What follows belongs to an exercise in optimizing a design on an open flow for small area; a production flow would make more cautious choices. RTL that was checked went through simulation tests only; none was proved equivalent to the original. Power and IR drop assume default switching activity.

==> inputs of zinc <==
==> flow/design.v (excerpt) <==
module nChannelServoController (
	input clock,
	input reset,
	input [7:0] control,
	input [3:0] address,
	input load,
	output [15:0] pwm,
	output reg [6:0] decodedValue1,
	output reg [6:0] decodedValue2
);
==> flow/config.mk <==
export PLATFORM = sky130hd
export DESIGN_NAME = nChannelServoController
export DESIGN_NICKNAME = nChannelServoController
export VERILOG_FILES = /design/flow/design.v
export SDC_FILE = /design/flow/constraint.sdc
export NUM_CORES = 4
export LEC_CHECK = 0
export ABC_AREA = 1
export CAP_MARGIN = 20
export CORE_MARGIN = 2
export CORE_UTILIZATION = 60
export CTS_BUF_LIST = sky130_fd_sc_hd__clkbuf_8
export CTS_CLUSTER_DIAMETER = 100
export CTS_CLUSTER_SIZE = 16
export SLEW_MARGIN = 20
==> flow/constraint.sdc <==
create_clock -name core_clock -period 20.0 [get_ports {clock}]
set_input_delay 4.0000 -clock core_clock [delete_from_list [all_inputs] [get_ports {clock}]]
set_output_delay 4.0000 -clock core_clock [all_outputs]
set_load 0.01 [all_outputs]
standard.sh (not shown) runs the stock make flow with config.mk's settings and CLKGATE_MAP_FILE= SYNTH_SCRIPT=/design/flow/synth_recipe.tcl, a recipe that flattens the netlist after the stock synthesis.
==> flow/flow/run.sh <==
#!/bin/bash
# The standard layout with two changes:
#  - synthesis maps the combinational logic with flow/abc_area.script (see
#    flow/synth.tcl); everything else in synthesis is synth_recipe.tcl;
#  - the input and output port buffers are made from the smallest buffer cell
#    (sky130_fd_sc_hd__buf_1) instead of the one buffer_ports picks by default.
set -euo pipefail
export FLOW_WORK="$PWD"
export BUFFER_PORTS_ARGS="-buffer_cell sky130_fd_sc_hd__buf_1"
sed "s#SYNTH_SCRIPT=[^ ]*#SYNTH_SCRIPT=$PWD/flow/synth.tcl#" standard.sh > own.sh
grep -q "SYNTH_SCRIPT=$PWD/flow/synth.tcl" own.sh
bash own.sh > standard.log 2>&1
==> flow/flow/abc_area.script <==
strash
dch
map -a
strash
dch
map -a
topo
dnsize -c
==> flow/flow/synth.tcl <==
# The standard flow's synthesis script (synth_recipe.tcl, run unchanged) with one change:
# the abc call that maps the combinational logic reads flow/abc_area.script,
# an area-only mapping, instead of ORFS's abc_area.script. Registers are
# mapped before abc, by dfflibmap, exactly as in the standard synthesis.
set my_abc_script [file join $::env(FLOW_WORK) flow abc_area.script]
proc abc {args} {
  set i [lsearch -exact $args -script]
  if { $i >= 0 } {
    set args [lreplace $args [expr { $i + 1 }] [expr { $i + 1 }] $::my_abc_script]
  }
  puts "abc script: $::my_abc_script"
  yosys abc {*}$args
}
source [file join $::env(FLOW_WORK) synth_recipe.tcl]
==> harbor (differences from zinc) <==
==> flow/flow/run.sh (replaced) <==
#!/bin/bash
# The standard layout, with the input and output port buffers made from
# the smallest buffer cell (sky130_fd_sc_hd__buf_1) instead of the one
# buffer_ports picks by default. Everything else is the standard flow.
set -euo pipefail
export BUFFER_PORTS_ARGS="-buffer_cell sky130_fd_sc_hd__buf_1"
bash standard.sh > standard.log 2>&1
removed: flow/flow/abc_area.script
removed: flow/flow/synth.tcl
==> amber (differences from zinc) <==
==> flow/run.sh (new file) <==
#!/bin/bash
# synth_recipe.tcl (not shown) runs the flow's synth.tcl, then flattens the netlist and writes it again
# the make line also repeats each setting of config.mk as NAME=value (left out here)
make -C /OpenROAD-flow-scripts/flow DESIGN_CONFIG=/design/flow/config.mk WORK_HOME=/design/flow/orfs CLKGATE_MAP_FILE= SYNTH_SCRIPT=/design/flow/synth_recipe.tcl finish
- CTS_BUF_LIST: sky130_fd_sc_hd__clkbuf_8 -> sky130_fd_sc_hd__clkbuf_16
- CTS_CLUSTER_SIZE: 16 -> 28
removed: flow/flow/run.sh
removed: flow/flow/abc_area.script
removed: flow/flow/synth.tcl
removed: flow/standard.sh
==> summary.txt <==
amber produced a clean layout. harbor completed without violations. zinc completed without violations.
In maximum frequency, harbor and zinc hardly differ.
Against zinc, the sequential share of layout area of harbor is lower by 3.3 points.
Between zinc and amber, the lower utilization is in zinc (gap 2.3 points).
Against zinc, the first-iteration DRC count of amber is larger by 90%.
Routed wire length, highest first: amber, harbor, zinc.
The lowest final area belongs to zinc, the highest to amber.
Sequential power is about the same in amber and harbor.


==> v5 <==
==> flow/design.v <==
module nChannelServoController (
	input clock,
	input reset,
	input [7:0] control,
	input [3:0] address,
	input load,
	output [15:0] pwm,
	output reg [6:0] decodedValue1,
	output reg [6:0] decodedValue2
);
function [6:0] seg7;
	input [3:0] v;
	case (v)
		4'h0: seg7 = 7'b1000000;
		4'h1: seg7 = 7'b1111001;
		4'h2: seg7 = 7'b0100100;
		4'h3: seg7 = 7'b0110000;
		4'h4: seg7 = 7'b0011001;
		4'h5: seg7 = 7'b0010010;
		4'h6: seg7 = 7'b0000010;
		4'h7: seg7 = 7'b0111000;
		4'h8: seg7 = 7'b0000000;
		4'h9: seg7 = 7'b0011000;
		4'hA: seg7 = 7'b1001000;
		4'hB: seg7 = 7'b0000011;
		4'hC: seg7 = 7'b0100111;
		4'hD: seg7 = 7'b0100000;
		4'hE: seg7 = 7'b0000100;
		4'hF: seg7 = 7'b0001110;
	endcase
endfunction
always @(*) begin
	decodedValue1 = seg7(control[3:0]);
	decodedValue2 = seg7(control[7:4]);
end
localparam [3:0] P = 4'd8;
localparam [4:0] E = 5'd10;
reg [3:0] ptr;
reg [4:0] slow;
wire wrap = (ptr == P);
wire send = (slow == E);
wire tick = wrap & send;
always @(posedge clock) begin
	if (reset) begin
		ptr  <= P;
		slow <= E;
	end else begin
		ptr  <= {ptr[2:0], ptr[3] ^ ptr[2]};
		slow <= {slow[3] & ~send, slow[2:0], slow[4] ^ slow[2]};
	end
end
reg [7:0] nlo;			 
reg [4:0] h;
always @(posedge clock) begin
	if (reset) begin
		nlo <= ~8'hC1;
		h   <= 5'b00000;
	end else if (tick) begin
		nlo <= nlo - 8'd1;
		if (nlo == 8'h00)
			h <= {h[3:0], ~h[4]};
	end
end
wire [7:0] lo = ~nlo;
wire early = ~h[4] & ~h[0] & lo[7] & lo[6] & (|lo[5:0]);
wire mid   = h[0] & ~h[1];
function le8;
	input [7:0] a;
	input [7:0] b;
	integer j;
	reg l;
	begin
		l = 1'b1;
		for (j = 0; j < 8; j = j + 1)
			l = (b[j] & l) | (b[j] & ~a[j]) | (l & ~a[j]);
		le8 = l;
	end
endfunction
function high;
	input [7:0] d;
	input [7:0] lo_;
	input early_;
	input mid_;
	high = early_ | (mid_ & le8(lo_, d));
endfunction
reg [3:0] paddr;
reg [7:0] pctl;
always @(posedge clock) begin
	if (reset)
		paddr <= 4'h0;
	else if (tick)
		paddr <= load ? ~address : 4'h0;
	if (tick)
		pctl <= control;
end
reg sweep;
always @(posedge clock)
	sweep <= reset | (sweep & ~(wrap & ~tick));
reg [8:0] ring [0:14];			 
wire wr = (paddr == ptr);
wire [8:0] ins = wr ? {1'b1, pctl} : {ring[0][8] & ~sweep, ring[0][7:0]};
integer j;
always @(posedge clock) begin
	for (j = 0; j < 14; j = j + 1)
		ring[j] <= ring[j + 1];
	ring[14] <= ins;
end
localparam [59:0] POS = {4'd1, 4'd2, 4'd5, 4'd3, 4'd9, 4'd6, 4'd11, 4'd0, 4'd4, 4'd8, 4'd10, 4'd14, 4'd7, 4'd13, 4'd12};
wire level = ring[0][8] & high(ring[0][7:0], lo, early, mid);
reg [14:1] shadow;
always @(posedge clock)
	shadow <= {level, shadow[14:2]};
wire [14:0] lvl = {shadow, level};
wire upd = tick & ~sweep;
wire ovr = high(control, lo, early, mid);
reg [14:0] pwm_r;
genvar r;
generate
	for (r = 0; r < 15; r = r + 1) begin : ch
		wire sel = tick & load & (address == r);
		always @(posedge clock)
			if (reset)
				pwm_r[r] <= 1'b0;
			else if (sel)
				pwm_r[r] <= ovr;
			else if (upd)
				pwm_r[r] <= lvl[POS[4*r +: 4]];
	end
endgenerate
reg [7:0] duty15;
reg loaded15;
reg pwm15;
wire sel15 = tick & load & (address == 4'd15);
wire [7:0] duty15_n = sel15 ? control : duty15;
wire loaded15_n = ~reset & (loaded15 | sel15);
always @(posedge clock) begin
	duty15 <= duty15_n;
	loaded15 <= loaded15_n;
	if (reset)
		pwm15 <= 1'b0;
	else if (tick)
		pwm15 <= loaded15_n & high(duty15_n, lo, early, mid);
end
assign pwm = {pwm15, pwm_r};
endmodule
==> flow/flow/run.sh <==
#!/bin/bash
# The standard layout (standard.sh) with these changes:
#  - synthesis maps the combinational logic with flow/abc_area.script, an
#    area-only abc mapping (see flow/synth.tcl), and leaves adders to abc
#    instead of extracting half/full adder cells first (ADDER_MAP_FILE empty);
#    registers are mapped exactly as in the standard flow's synthesis;
#  - clock tree synthesis adds no dummy loads (CTS_ARGS);
#  - the input and output port buffers are made from the smallest buffer cell
#    (sky130_fd_sc_hd__buf_1) instead of the one buffer_ports picks by default.
# The make output goes to standard.log; ORFS keeps each step's log in orfs/logs.
set -euo pipefail
export FLOW_WORK="$PWD"
export BUFFER_PORTS_ARGS="-buffer_cell sky130_fd_sc_hd__buf_1"
# CTS as ORFS runs it from config.mk's CTS settings, without dummy loads.
export CTS_ARGS="-sink_clustering_enable -repair_clock_nets -sink_clustering_size 9 -sink_clustering_max_diameter 100 -buf_list sky130_fd_sc_hd__clkbuf_4 -dont_use_dummy_load"
sed "s#SYNTH_SCRIPT=[^ ]*#SYNTH_SCRIPT=$PWD/flow/synth.tcl ADDER_MAP_FILE=#" standard.sh > own.sh
grep -q "SYNTH_SCRIPT=$PWD/flow/synth.tcl ADDER_MAP_FILE=" own.sh
bash own.sh > standard.log 2>&1
==> flow/flow/abc_area.script <==
strash
ifraig
dch
map -a
strash
dch
map -a
topo
dnsize -c
==> flow/flow/synth.tcl <==
# The standard flow's synthesis script (synth_recipe.tcl, run unchanged) with one change:
# the abc call that maps the combinational logic reads flow/abc_area.script,
# an area-only mapping, instead of ORFS's abc_area.script. Registers are
# mapped before abc, by dfflibmap, exactly as in the standard synthesis.
set my_abc_script [file join $::env(FLOW_WORK) flow abc_area.script]
proc abc {args} {
  set i [lsearch -exact $args -script]
  if { $i >= 0 } {
    set args [lreplace $args [expr { $i + 1 }] [expr { $i + 1 }] $::my_abc_script]
  }
  puts "abc script: $::my_abc_script"
  yosys abc {*}$args
}
source [file join $::env(FLOW_WORK) synth_recipe.tcl]
==> flow/standard.sh <==
#!/bin/bash
# synth_recipe.tcl (not shown) runs the flow's synth.tcl, then flattens the netlist and writes it again
# the make line also repeats each setting of config.mk as NAME=value (left out here)
make -C /OpenROAD-flow-scripts/flow DESIGN_CONFIG=/design/flow/config.mk WORK_HOME=/design/flow/orfs CLKGATE_MAP_FILE= SYNTH_SCRIPT=/design/flow/synth_recipe.tcl "${@:-finish}"
==> flow/config.mk <==
export PLATFORM = sky130hd
export DESIGN_NAME = nChannelServoController
export DESIGN_NICKNAME = nChannelServoController
export VERILOG_FILES = /design/flow/design.v
export SDC_FILE = /design/flow/constraint.sdc
export NUM_CORES = 4
export LEC_CHECK = 0
export ABC_AREA = 1
export CAP_MARGIN = 20
export CORE_MARGIN = 2
export CORE_UTILIZATION = 60
export CTS_BUF_LIST = sky130_fd_sc_hd__clkbuf_4
export CTS_CLUSTER_DIAMETER = 100
export CTS_CLUSTER_SIZE = 9
export SLEW_MARGIN = 20
==> flow/constraint.sdc <==
create_clock -name core_clock -period 20.0 [get_ports {clock}]
set_input_delay 4.0000 -clock core_clock [delete_from_list [all_inputs] [get_ports {clock}]]
set_output_delay 4.0000 -clock core_clock [all_outputs]
set_load 0.01 [all_outputs]
==> v35 (differences from v5) <==
==> flow/design.v (replaced) <==
module nChannelServoController (
	input clock,
	input reset,
	input [7:0] control,
	input [3:0] address,
	input load,
	output [15:0] pwm,
	output reg [6:0] decodedValue1,
	output reg [6:0] decodedValue2
);
function [6:0] seg7;
	input [3:0] v;
	case (v)
		4'h0: seg7 = 7'b1000000;
		4'h1: seg7 = 7'b1111001;
		4'h2: seg7 = 7'b0100100;
		4'h3: seg7 = 7'b0110000;
		4'h4: seg7 = 7'b0011001;
		4'h5: seg7 = 7'b0010010;
		4'h6: seg7 = 7'b0000010;
		4'h7: seg7 = 7'b0111000;
		4'h8: seg7 = 7'b0000000;
		4'h9: seg7 = 7'b0011000;
		4'hA: seg7 = 7'b1001000;
		4'hB: seg7 = 7'b0000011;
		4'hC: seg7 = 7'b0100111;
		4'hD: seg7 = 7'b0100000;
		4'hE: seg7 = 7'b0000100;
		4'hF: seg7 = 7'b0001110;
	endcase
endfunction
always @(*) begin
	decodedValue1 = seg7(control[3:0]);
	decodedValue2 = seg7(control[7:4]);
end
reg [3:0] ptr;
reg [4:0] slow;
wire wrap = (ptr == 4'd14);
wire tick = wrap & (slow == 5'd25);
always @(posedge clock) begin
	if (reset) begin
		ptr  <= 4'd14;
		slow <= 5'd25;
	end else begin
		ptr <= wrap ? 4'd0 : ptr + 4'd1;
		if (wrap)
			slow <= tick ? 5'd0 : slow + 5'd1;
	end
end
reg [7:0] lo;
reg [3:0] hi;
always @(posedge clock) begin
	if (reset) begin
		lo <= 8'hC1;
		hi <= 4'd0;
	end else if (tick) begin
		lo <= lo + 8'd1;
		if (lo == 8'hFF)
			hi <= hi + 4'd1;
		else if (lo == 8'hC0 && hi == 4'd10)
			hi <= 4'd0;
	end
end
function le8;
	input [7:0] a;
	input [7:0] b;
	integer j;
	reg l;
	begin
		l = 1'b1;
		for (j = 0; j < 8; j = j + 1)
			l = (b[j] & l) | (b[j] & ~a[j]) | (l & ~a[j]);
		le8 = l;
	end
endfunction
function high;
	input [7:0] d;
	input [7:0] lo_;
	input [3:0] hi_;
	high = (hi_ == 4'd0) | ((hi_ == 4'd1) & le8(lo_, d));
endfunction
reg [3:0] paddr;
reg [7:0] pctl;
always @(posedge clock) begin
	if (reset | tick)
		paddr <= (load & ~reset) ? address : 4'hF;
	if (tick)
		pctl <= control;
end
reg sweep;
always @(posedge clock)
	sweep <= reset | (sweep & ~(wrap & ~tick));
reg [8:0] ring [0:14];			 
wire wr = (paddr == ptr);
wire [8:0] ins = wr ? {1'b1, pctl} : {ring[0][8] & ~sweep, ring[0][7:0]};
integer j;
always @(posedge clock) begin
	for (j = 0; j < 14; j = j + 1)
		ring[j] <= ring[j + 1];
	ring[14] <= ins;
end
reg [14:0] shadow;
always @(posedge clock)
	shadow <= {ring[0][8] & high(ring[0][7:0], lo, hi), shadow[14:1]};
wire upd = tick & ~sweep;
wire ovr = ~reset & high(control, lo, hi);
reg [14:0] pwm_r;
genvar r;
generate
	for (r = 0; r < 15; r = r + 1) begin : ch
		wire sel = reset | (tick & load & (address == r));
		always @(posedge clock)
			pwm_r[r] <= sel ? ovr : (upd ? shadow[(r + 1) % 15] : pwm_r[r]);
	end
endgenerate
reg [7:0] duty15;
reg loaded15;
reg pwm15;
wire sel15 = tick & load & (address == 4'd15);
wire [7:0] duty15_n = sel15 ? control : duty15;
wire loaded15_n = ~reset & (loaded15 | sel15);
always @(posedge clock) begin
	duty15 <= duty15_n;
	loaded15 <= loaded15_n;
	if (reset)
		pwm15 <= 1'b0;
	else if (tick)
		pwm15 <= loaded15_n & high(duty15_n, lo, hi);
end
assign pwm = {pwm15, pwm_r};
endmodule
==> flow/run.sh (new file) <==
#!/bin/bash
# synth_recipe.tcl (not shown) runs the flow's synth.tcl, then flattens the netlist and writes it again
# the make line also repeats each setting of config.mk as NAME=value (left out here)
make -C /OpenROAD-flow-scripts/flow DESIGN_CONFIG=/design/flow/config.mk WORK_HOME=/design/flow/orfs CLKGATE_MAP_FILE= SYNTH_SCRIPT=/design/flow/synth_recipe.tcl finish
--- a/flow/config.mk
+++ b/flow/config.mk
@@ -8,8 +8,5 @@
 export ABC_AREA = 1
 export CAP_MARGIN = 20
 export CORE_MARGIN = 2
-export CORE_UTILIZATION = 60
-export CTS_BUF_LIST = sky130_fd_sc_hd__clkbuf_4
-export CTS_CLUSTER_DIAMETER = 100
-export CTS_CLUSTER_SIZE = 9
+export CORE_UTILIZATION = 40
 export SLEW_MARGIN = 20
removed: flow/flow/run.sh
removed: flow/flow/abc_area.script
removed: flow/flow/synth.tcl
removed: flow/standard.sh
==> v29 (differences from v5) <==
--- a/flow/design.v
+++ b/flow/design.v
@@ -86,10 +86,8 @@
 reg [3:0] paddr;
 reg [7:0] pctl;
 always @(posedge clock) begin
-	if (reset)
-		paddr <= 4'h0;
-	else if (tick)
-		paddr <= load ? ~address : 4'h0;
+	if (reset | tick)
+		paddr <= (load & ~reset) ? ~address : 4'h0;
 	if (tick)
 		pctl <= control;
 end
@@ -106,25 +104,18 @@
 	ring[14] <= ins;
 end
 localparam [59:0] POS = {4'd1, 4'd2, 4'd5, 4'd3, 4'd9, 4'd6, 4'd11, 4'd0, 4'd4, 4'd8, 4'd10, 4'd14, 4'd7, 4'd13, 4'd12};
-wire level = ring[0][8] & high(ring[0][7:0], lo, early, mid);
-reg [14:1] shadow;
+reg [14:0] shadow;
 always @(posedge clock)
-	shadow <= {level, shadow[14:2]};
-wire [14:0] lvl = {shadow, level};
+	shadow <= {ring[0][8] & high(ring[0][7:0], lo, early, mid), shadow[14:1]};
 wire upd = tick & ~sweep;
-wire ovr = high(control, lo, early, mid);
+wire ovr = ~reset & high(control, lo, early, mid);
 reg [14:0] pwm_r;
 genvar r;
 generate
 	for (r = 0; r < 15; r = r + 1) begin : ch
-		wire sel = tick & load & (address == r);
+		wire sel = reset | (tick & load & (address == r));
 		always @(posedge clock)
-			if (reset)
-				pwm_r[r] <= 1'b0;
-			else if (sel)
-				pwm_r[r] <= ovr;
-			else if (upd)
-				pwm_r[r] <= lvl[POS[4*r +: 4]];
+			pwm_r[r] <= sel ? ovr : (upd ? shadow[POS[4*r +: 4]] : pwm_r[r]);
 	end
 endgenerate
 reg [7:0] duty15;
--- a/flow/flow/run.sh
+++ b/flow/flow/run.sh
@@ -12,7 +12,7 @@
 export FLOW_WORK="$PWD"
 export BUFFER_PORTS_ARGS="-buffer_cell sky130_fd_sc_hd__buf_1"
 # CTS as ORFS runs it from config.mk's CTS settings, without dummy loads.
-export CTS_ARGS="-sink_clustering_enable -repair_clock_nets -sink_clustering_size 9 -sink_clustering_max_diameter 100 -buf_list sky130_fd_sc_hd__clkbuf_4 -dont_use_dummy_load"
+export CTS_ARGS="-sink_clustering_enable -repair_clock_nets -sink_clustering_size 24 -sink_clustering_max_diameter 100 -buf_list sky130_fd_sc_hd__clkbuf_16 -dont_use_dummy_load"
 sed "s#SYNTH_SCRIPT=[^ ]*#SYNTH_SCRIPT=$PWD/flow/synth.tcl ADDER_MAP_FILE=#" standard.sh > own.sh
 grep -q "SYNTH_SCRIPT=$PWD/flow/synth.tcl ADDER_MAP_FILE=" own.sh
 bash own.sh > standard.log 2>&1
--- a/flow/config.mk
+++ b/flow/config.mk
@@ -9,7 +9,7 @@
 export CAP_MARGIN = 20
 export CORE_MARGIN = 2
 export CORE_UTILIZATION = 60
-export CTS_BUF_LIST = sky130_fd_sc_hd__clkbuf_4
+export CTS_BUF_LIST = sky130_fd_sc_hd__clkbuf_8
 export CTS_CLUSTER_DIAMETER = 100
-export CTS_CLUSTER_SIZE = 9
+export CTS_CLUSTER_SIZE = 16
 export SLEW_MARGIN = 20
==> comparison table <==
item	v5	v35	v29
Result of the run	finished clean	finished clean	finished clean
Switching share of power	21.98%	25.95%	20.78%
Comb pwr	34.6 uW	168 uW	38.7 uW
Site Rows	35	47	36
Wirelength, routed	9.971 mm	12.42 mm	9.524 mm
GRT met3 Usage	3.797%	2.989%	3.226%
Leakage power of the design	2.431 nW	3.509 nW	2.510 nW
Switching power of the nets	156.0 uW	314.6 uW	159.5 uW
Setup ws final	10.63 ns	9.729 ns	10.82 ns
Met3 routed wirelength	533 um	665 um	383 um
Vias after detailed routing	3831	4377	3575
Final #Nets	621	736	596
Total power of the final layout	709.8 uW	1.212 mW	767.6 uW
Post-synth top area share	69.01%	54.78%	61.89%
Violation count after the first detailed-routing iteration	179	285	180
Worst-Margin Slew	0.9440 ns	0.7808 ns	0.9420 ns
Clock-cell share of area	3.176%	9.449%	4.584%
Sequential Power	498 uW	632 uW	505 uW
Relative slew slack	36.84%	47.79%	36.97%
Only the layout flow was run in v35 and v29; the RTL was not checked for function there.

afterwards: timing with drivers on the ports:
Ports are ideal in the flow. The routed layouts listed here were re-timed in OpenROAD.
Step 1: set_driving_cell puts a clkbuf_16 on clock and a buf_2 on each other input, an assumption about the parent block.
Step 2 moves the port delays by t, midway between the first and last clock arrival at a register: inputs arrive t later, outputs are due t later. That takes back most of the time a late clock gives input paths.
Slacks: ideal / step 1 / step 2; pairs: ideal / step 1.
| run | shift t [ns] | setup WS [ns] | clock arrival spread, ns |
|---|---|---|---|
| zinc | 0.511 | 10.535 / 10.512 / 10.512 | 0.036 / 0.036 |
| harbor | 0.520 | 10.533 / 10.510 / 10.510 | 0.024 / 0.025 |
| amber | 0.484 | 9.828 / 9.804 / 9.804 | 0.018 / 0.017 |
| v5 | 0.574 | 10.627 / 10.601 / 10.601 | 0.052 / 0.052 |
| v35 | 0.528 | 9.729 / 9.695 / 9.695 | 0.016 / 0.015 |
| v29 | 0.473 | 10.820 / 10.795 / 10.795 | 0.018 / 0.017 |
After both steps every run listed still meets setup and hold. The setup slack of v35, which loses most, moves by -0.034 ns with the drivers and by -0.034 ns with both steps.
